From an optimization exercise on the open Yosys and OpenROAD flow, aimed at small area, a short achievable clock period and few clock cycles per item; shortcuts taken in it are not production practice. In this exercise RTL edits were held to simulation tests only and were not proved equivalent to the original.

before:
## mmm
module mmm #(
   parameter integer N = 256
) (
   input wire clk,
   input wire rn,
   input wire start,
   input wire [N-1:0] a,
   input wire [N-1:0] b,
   input wire [N-1:0] n,
   output wire ready,
   output wire [N-1:0] y
);
localparam integer K = 4;                     
localparam integer F = 4;                     
localparam integer W = 66;                    
localparam integer SW = W * F;                
localparam integer PW = N + 5;                
localparam [SW-1:0] NEG_CB = 264'hff5555555555555555555555555555555555555555555555555555555555555556;
wire iter;
wire fin;
wire sel;
wire [1:0] fcnt;
reg [N-1:0] a_reg;
reg [SW-1:0] b_reg;
reg [N-1:0] n_reg;
reg [SW-1:0] s_reg;
reg [SW-1:0] c_reg;
reg first;     
reg yt_reg;    
reg ct_reg;    
reg y1_reg;    
reg c1_reg;    
reg y2_reg;    
reg c2_reg;    
wire [PW-1:0] s_ns;
wire [PW-1:0] c_ns;
wire ci_ns;
mmm_control #(
   .STEPS(N/K+1),
   .F(F)
) u_ctrl (
   .clk(clk),
   .rn(rn),
   .start(start),
   .iter(iter),
   .fin(fin),
   .sel(sel),
   .fcnt(fcnt),
   .ready(ready)
);
mmm_iteration #(
   .N(N)
) u_it (
   .a(a_reg[K-1:0]),
   .first(first),
   .b(b_reg[N-1:0]),
   .n(n_reg),
   .s_ps(s_reg[PW-1:0]),
   .c_ps(c_reg[PW-1:0]),
   .ci_ps(yt_reg),
   .s_ns(s_ns),
   .c_ns(c_ns),
   .ci_ns(ci_ns)
);
always @(posedge clk) n_reg <= n;
always @(posedge clk) first <= start;
wire [SW-1:0] n_ext = {{(SW-N){1'b0}}, n_reg};
wire [W-1:0] nc = n_ext[fcnt*W +: W];
wire [W-1:0] kc = NEG_CB[fcnt*W +: W];
wire [W-1:0] sc = s_reg[W-1:0];
wire [W-1:0] cc = c_reg[W-1:0];
wire [W-1:0] x0 = sc ^ cc ^ kc;
wire [W-1:0] y0 = (sc & cc) | (sc & kc) | (cc & kc);
  ...
For scale: ~11000 cells after synthesis, ~120000 sq um of cells after synthesis.
Settings: LEC_CHECK=0, CAP_MARGIN=20, CORE_MARGIN=2, CORE_UTILIZATION=35, SETUP_SLACK_MARGIN=0.3, SLEW_MARGIN=20, SYNTH_HIERARCHICAL=1; clock period 12.0 ns.
standard.sh (not shown) runs the stock make flow with config.mk's settings and CLKGATE_MAP_FILE= SYNTH_SCRIPT=/design/flow/synth_recipe.tcl, a recipe that flattens the netlist after the stock synthesis.
==> flow/flow/run.sh <==
#!/bin/bash
# The standard layout (its SDC, config and settings), with the timing
# repair steps aiming at 8 ns of setup slack instead of config.mk's margin.
set -euo pipefail
bash standard.sh SETUP_SLACK_MARGIN=8 finish > standard.log 2>&1
before | status: complete | timing, DRC, antenna: pass
Testbench counts of before, summed over its fixed seeds: cycles 18,200, items 256.
Changes in after relative to before:
==> flow/run.sh (new file) <==
#!/bin/bash
# synth_recipe.tcl (not shown) runs the flow's synth.tcl, then flattens the netlist and writes it again
# the make line also repeats each setting of config.mk as NAME=value (left out here)
make -C /OpenROAD-flow-scripts/flow DESIGN_CONFIG=/design/flow/config.mk WORK_HOME=/design/flow/orfs CLKGATE_MAP_FILE= SYNTH_SCRIPT=/design/flow/synth_recipe.tcl finish
removed: flow/flow/run.sh
removed: flow/standard.sh
Findings:
When after is measured against before, its worst setup slack turns out 1.65 ns lower. Re path length in cells of the critical path: before was higher than after. The number of placed cells counting well taps of before and that of after are within noise of each other.

* * *

Another version of the RTL of mmm (not shown whole).
Size in the first run: about 11000 cells after synthesis, roughly 1000 I/O pins, roughly 0.11 mm^2 of cells after synthesis.
==> flow/design.v (excerpt) <==
module mmm #(
   parameter integer N = 256
) (
   input wire clk,
   input wire rn,
   input wire start,
   input wire [N-1:0] a,
   input wire [N-1:0] b,
   input wire [N-1:0] n,
   output wire ready,
   output wire [N-1:0] y
);
clock: 12.0 ns
lec_check: 0
cap_margin: 20
core_margin: 2
core_utilization: 55
place_density: 0.78
setup_slack_margin: 5
slew_margin: 20
synth_hierarchical: 1
==> flow/flow/run.sh <==
#!/bin/bash
# The standard layout (its SDC, config and settings) with two changes:
# the timing repair steps aim at 7.8 ns of setup slack instead of config.mk's
# margin, and the port buffers are buf_1 cells.
set -euo pipefail
bash standard.sh SETUP_SLACK_MARGIN=7.8 "BUFFER_PORTS_ARGS=-buffer_cell sky130_fd_sc_hd__buf_1" finish > standard.log 2>&1
Testbench counts at the start, summed over its fixed seeds: cycles 18,200, items 256.
Rerun with:
Settings changed: CORE_UTILIZATION 55 to 45, PLACE_DENSITY 0.78 to not set.
After rerunning: The changed run finished with timing, DRC and antenna clean; count of clock-buffer cells in the layout climbs by 13; final area rises slightly; area after synthesis is unchanged; setup slack improves by 0.030 ns; global-route usage decreases by 6.3 points; clock skew drops by 0.016 ns; utilization falls by 11 points; cell count rises by a few percent; fmax grows slightly; sequential share of layout area is lower by 0.18 points.

-- afterwards: timing with drivers on the ports --
How much do the figures lean on ideal ports? The routed layouts below were timed once more, with nothing changed but the port constraints.
Step 1, drivers: a clkbuf_16 drives clk and a buf_2 each remaining input, both assumed.
Step 2 adds t to the input delays and takes it off the output delays; t is the mean of the earliest and latest rising clock arrival at the registers after step 1. Input paths then give back, and output paths get back, about the clock's delay inside the block.
a / b / c = no drivers / after step 1 / after step 2; a / b = the first two.
| run | t, ns | setup WS [ns] | latest minus earliest clock arrival (ns) | worst data-port slew with drivers (ns) |
|---|---|---|---|---|
| before | 1.012 | 6.345 / 6.345 / 6.345 | 0.064 / 0.065 | 0.30 |
| after | 1.008 | 4.698 / 4.698 / 4.698 | 0.064 / 0.064 | 0.29 |
| the first run of note 2 | 0.936 | 7.518 / 7.518 / 6.850 | 0.054 / 0.055 | 0.32 |
| the second run of note 2 | 0.964 | 7.548 / 7.548 / 6.848 | 0.039 / 0.039 | 0.28 |
After both steps setup and hold are still met in every run listed. The setup slack of the second run of note 2, which loses most, moves by 0.000 ns with the drivers and by -0.700 ns with both steps.
